This is an optimization exercise on Yosys and OpenROAD, whose aim is small area, not a production implementation.
Power and IR drop assume default switching activity.

run 1:
==> flow/design.v (excerpt) <==
module top(clk, rst_n, in, valid_in, last_in, out, valid_out, last_out, ready);
	input wire clk, rst_n;
	input wire [32-1:0] in;
	input wire valid_in, last_in;
	output wire [32-1:0] out;
	output wire valid_out, last_out;
	output wire ready;
	reg busy;		 
	reg [4:0] n;		 
	reg [5:0] oc;		 
	reg ta, tb, la, lb;	 
	reg [32-1:0] xa, xb;	 
	reg y0;			 
	wire take = busy & valid_in;
	wire shift = tb | valid_out;
	wire [4:0] nb = tb ? n : 5'd0;
	assign ready = take;
	assign valid_out = (oc >= 6'd5);
	assign last_out = (oc == 6'd36);
always @(posedge clk) begin
	if (!rst_n) begin
		busy <= 1'b0;
		n <= 5'd0;
		oc <= 6'd0;
		ta <= 1'b0;
		tb <= 1'b0;
	end else begin
		if (!busy & valid_in)
			busy <= 1'b1;
		else if (take & last_in)
			busy <= 1'b0;
		if (tb)
			n <= lb ? 5'd0 : n + 5'd1;
		if (take & last_in)
			oc <= 6'd1;
		else if (oc == 6'd36)
			oc <= 6'd0;
		else if (oc != 6'd0)
			oc <= oc + 6'd1;
		ta <= take;
		tb <= ta;
	end
end
	function cmp11;
		input [10:0] a, b;
		input c;
		integer k;
		reg r;
		begin
			r = c;
			for (k = 0; k < 11; k = k + 1)
				r = (a[k] & ~b[k]) | ((a[k] | ~b[k]) & r);
			cmp11 = r;
		end
	endfunction
	function cmp10;
		input [9:0] a, b;
		input c;
		integer k;
		reg r;
		begin
			r = c;
			for (k = 0; k < 10; k = k + 1)
				r = (a[k] & ~b[k]) | ((a[k] | ~b[k]) & r);
			cmp10 = r;
		end
	endfunction
always @(posedge clk) begin
	la <= last_in;
	lb <= la;
	xa <= in;
	xb <= xa;
	y0 <= cmp11(xa[10:0], in[10:0], 1'b1);
end
	wire x0 = cmp11(xb[10:0], in[10:0], 1'b1);
	wire x1 = cmp11(xb[21:11], xa[21:11], y0);
	reg [32-1:0] q [0:31];
	reg [31:0] r0, r1;	 
	wire [32-1:0] v [0:31];
	wire [31:0] c0, c1, ge, h, s, l;
	genvar i;
	generate
		for (i = 0; i < 32; i = i + 1) begin : g_cell
			wire [32-1:0] d;
			assign v[i] = (i % 2) ? ~q[i] : q[i];
			assign c0[i] = cmp11(v[i][10:0], in[10:0], 1'b1);
			assign c1[i] = cmp11(v[i][21:11], xa[21:11], r0[i]);
			assign ge[i] = (i >= nb) | cmp10(v[i][31:22], xb[31:22], r1[i]);
			assign h[i] = ~(shift & ge[i]);
			if (i == 0) begin : b0
				assign s[0] = 1'b0;
				assign l[0] = shift & ge[0];
				assign d = ({32{h[0]}} & v[0]) | ({32{l[0]}} & xb);
				always @(posedge clk) begin
  ...
For scale: about 5100 cells after synthesis, roughly 1200 flip-flops, roughly 71 I/O pins.
export LEC_CHECK = 0
export CAP_MARGIN = 10
export CORE_MARGIN = 2
export CORE_UTILIZATION = 60
export CTS_BUF_LIST = sky130_fd_sc_hd__clkbuf_4
export SLEW_MARGIN = 10
create_clock -name core_clock -period 8.0 [get_ports {clk}]
standard.sh (not shown) runs the stock make flow with config.mk's settings and CLKGATE_MAP_FILE= SYNTH_SCRIPT=/design/flow/synth_recipe.tcl, a recipe that flattens the netlist after the stock synthesis.
==> flow/flow/run.sh <==
#!/bin/bash
# Layout flow: the standard flow, except that synthesis maps the logic with
# an area-oriented ABC script (flow/area.abc) instead of ORFS's speed script.
# Registers are untouched: synthesis is synth_recipe.tcl as given, with only the
# script argument of its abc call replaced.
set -euo pipefail
WORK=$(pwd)
{
	echo "proc abc {args} {"
	echo "  set i [lsearch -exact \$args -script]"
	echo "  if {\$i >= 0} { set args [lreplace \$args [expr {\$i + 1}] [expr {\$i + 1}] {$WORK/flow/area.abc}] }"
	echo "  yosys abc {*}\$args"
	echo "}"
	cat "$WORK/synth_recipe.tcl"
} > "$WORK/own_synth.tcl"
# synthesis with the area script
sed "s#SYNTH_SCRIPT=[^ ]*synth_recipe.tcl#SYNTH_SCRIPT=$WORK/own_synth.tcl#" standard.sh > own_synth.sh
bash own_synth.sh synth > "$WORK/synth.log" 2>&1
# the rest of the standard flow
bash standard.sh > "$WORK/layout.log" 2>&1
==> flow/flow/area.abc <==
&get -n
&st
&dch
&nf -R 1000
&st
&dch
&nf -R 1000
&put
topo
stime -c
Per the final summary, run 1 finished and its layout is clean on timing, DRC and antenna.
Changes in run 2 relative to run 1:
- CTS_CLUSTER_SIZE: unset -> 25
- CTS_BUF_LIST: sky130_fd_sc_hd__clkbuf_4 -> sky130_fd_sc_hd__clkbuf_8
Findings:
Summary — first-iteration DRC count, run 2 relative to run 1: higher, by 26. register to register as the category of the most critical setup path was reported by run 1, and primary input to register by run 2. [compare] base=run 1 new=run 2: power in the clock group now smaller, sequential power comparable, post-synthesis to final-layout area growth comparable. Compared run 2 vs run 1, and worst setup slack is up in run 2.
The following lists how run 3 was set up differently from run 2:
- clearing CTS_BUF_LIST, which used to be sky130_fd_sc_hd__clkbuf_8
- swapping 10 for 20 in CAP_MARGIN
- swapping 60 for 40 in CORE_UTILIZATION
- clearing CTS_CLUSTER_SIZE, which used to be 25
- swapping 10 for 20 in SLEW_MARGIN
[summary]
- Run 3 vs run 2: total power draw up in run 3
- Transition at the pin with the smallest max-transition slack (higher): run 2
- From run 2 to run 3 the numbers moved as follows: worst hold slack stayed essentially flat, count of mapped cells out of synthesis stayed essentially flat, final-layout setup total negative slack stayed essentially flat.
- In the reports for run 3 and run 2, the larger synthesis-to-finish area growth belongs to run 3.
- | fraction of final layout cells sized beyond drive strength 1 | run 3 vs run 2 | 0.79 points lower |
- Run 2 -> run 3: H-tree depth reported by CTS delta 0, exact match
No run of this note included a check of the RTL's function; only the layout flow was run.

[what the ideal ports hide]
The flow's constraints put no driver on any port. The routed layouts listed below were extracted and timed again, unchanged, in two steps.
Step 1 sets driving cells, clkbuf_16 on the clock port and buf_2 on the other inputs (assumed; they add their load-dependent delay and slew).
Step 2 adds t to the input delays and takes it off the output delays; t is the mean of the earliest and latest rising clock arrival at the registers after step 1. Input paths then give back, and output paths get back, about the clock's delay inside the block.
Slacks: no drivers / after step 1 / after step 2; pairs: no drivers / after step 1.
run | shift t [ns] | setup WS [ns] | worst setup path after step 2
run 1 | 1.211 | 2.393 / 2.393 / 1.533 | input to register
run 2 | 0.918 | 2.417 / 2.440 / 1.539 | input to register
run 3 | 0.794 | 2.172 / 2.213 / 1.420 | input to register
After both steps setup and hold are still met in every run listed. For run 2, which loses most, drivers alone change the setup slack by +0.023 ns; drivers and shift together by -0.878 ns.
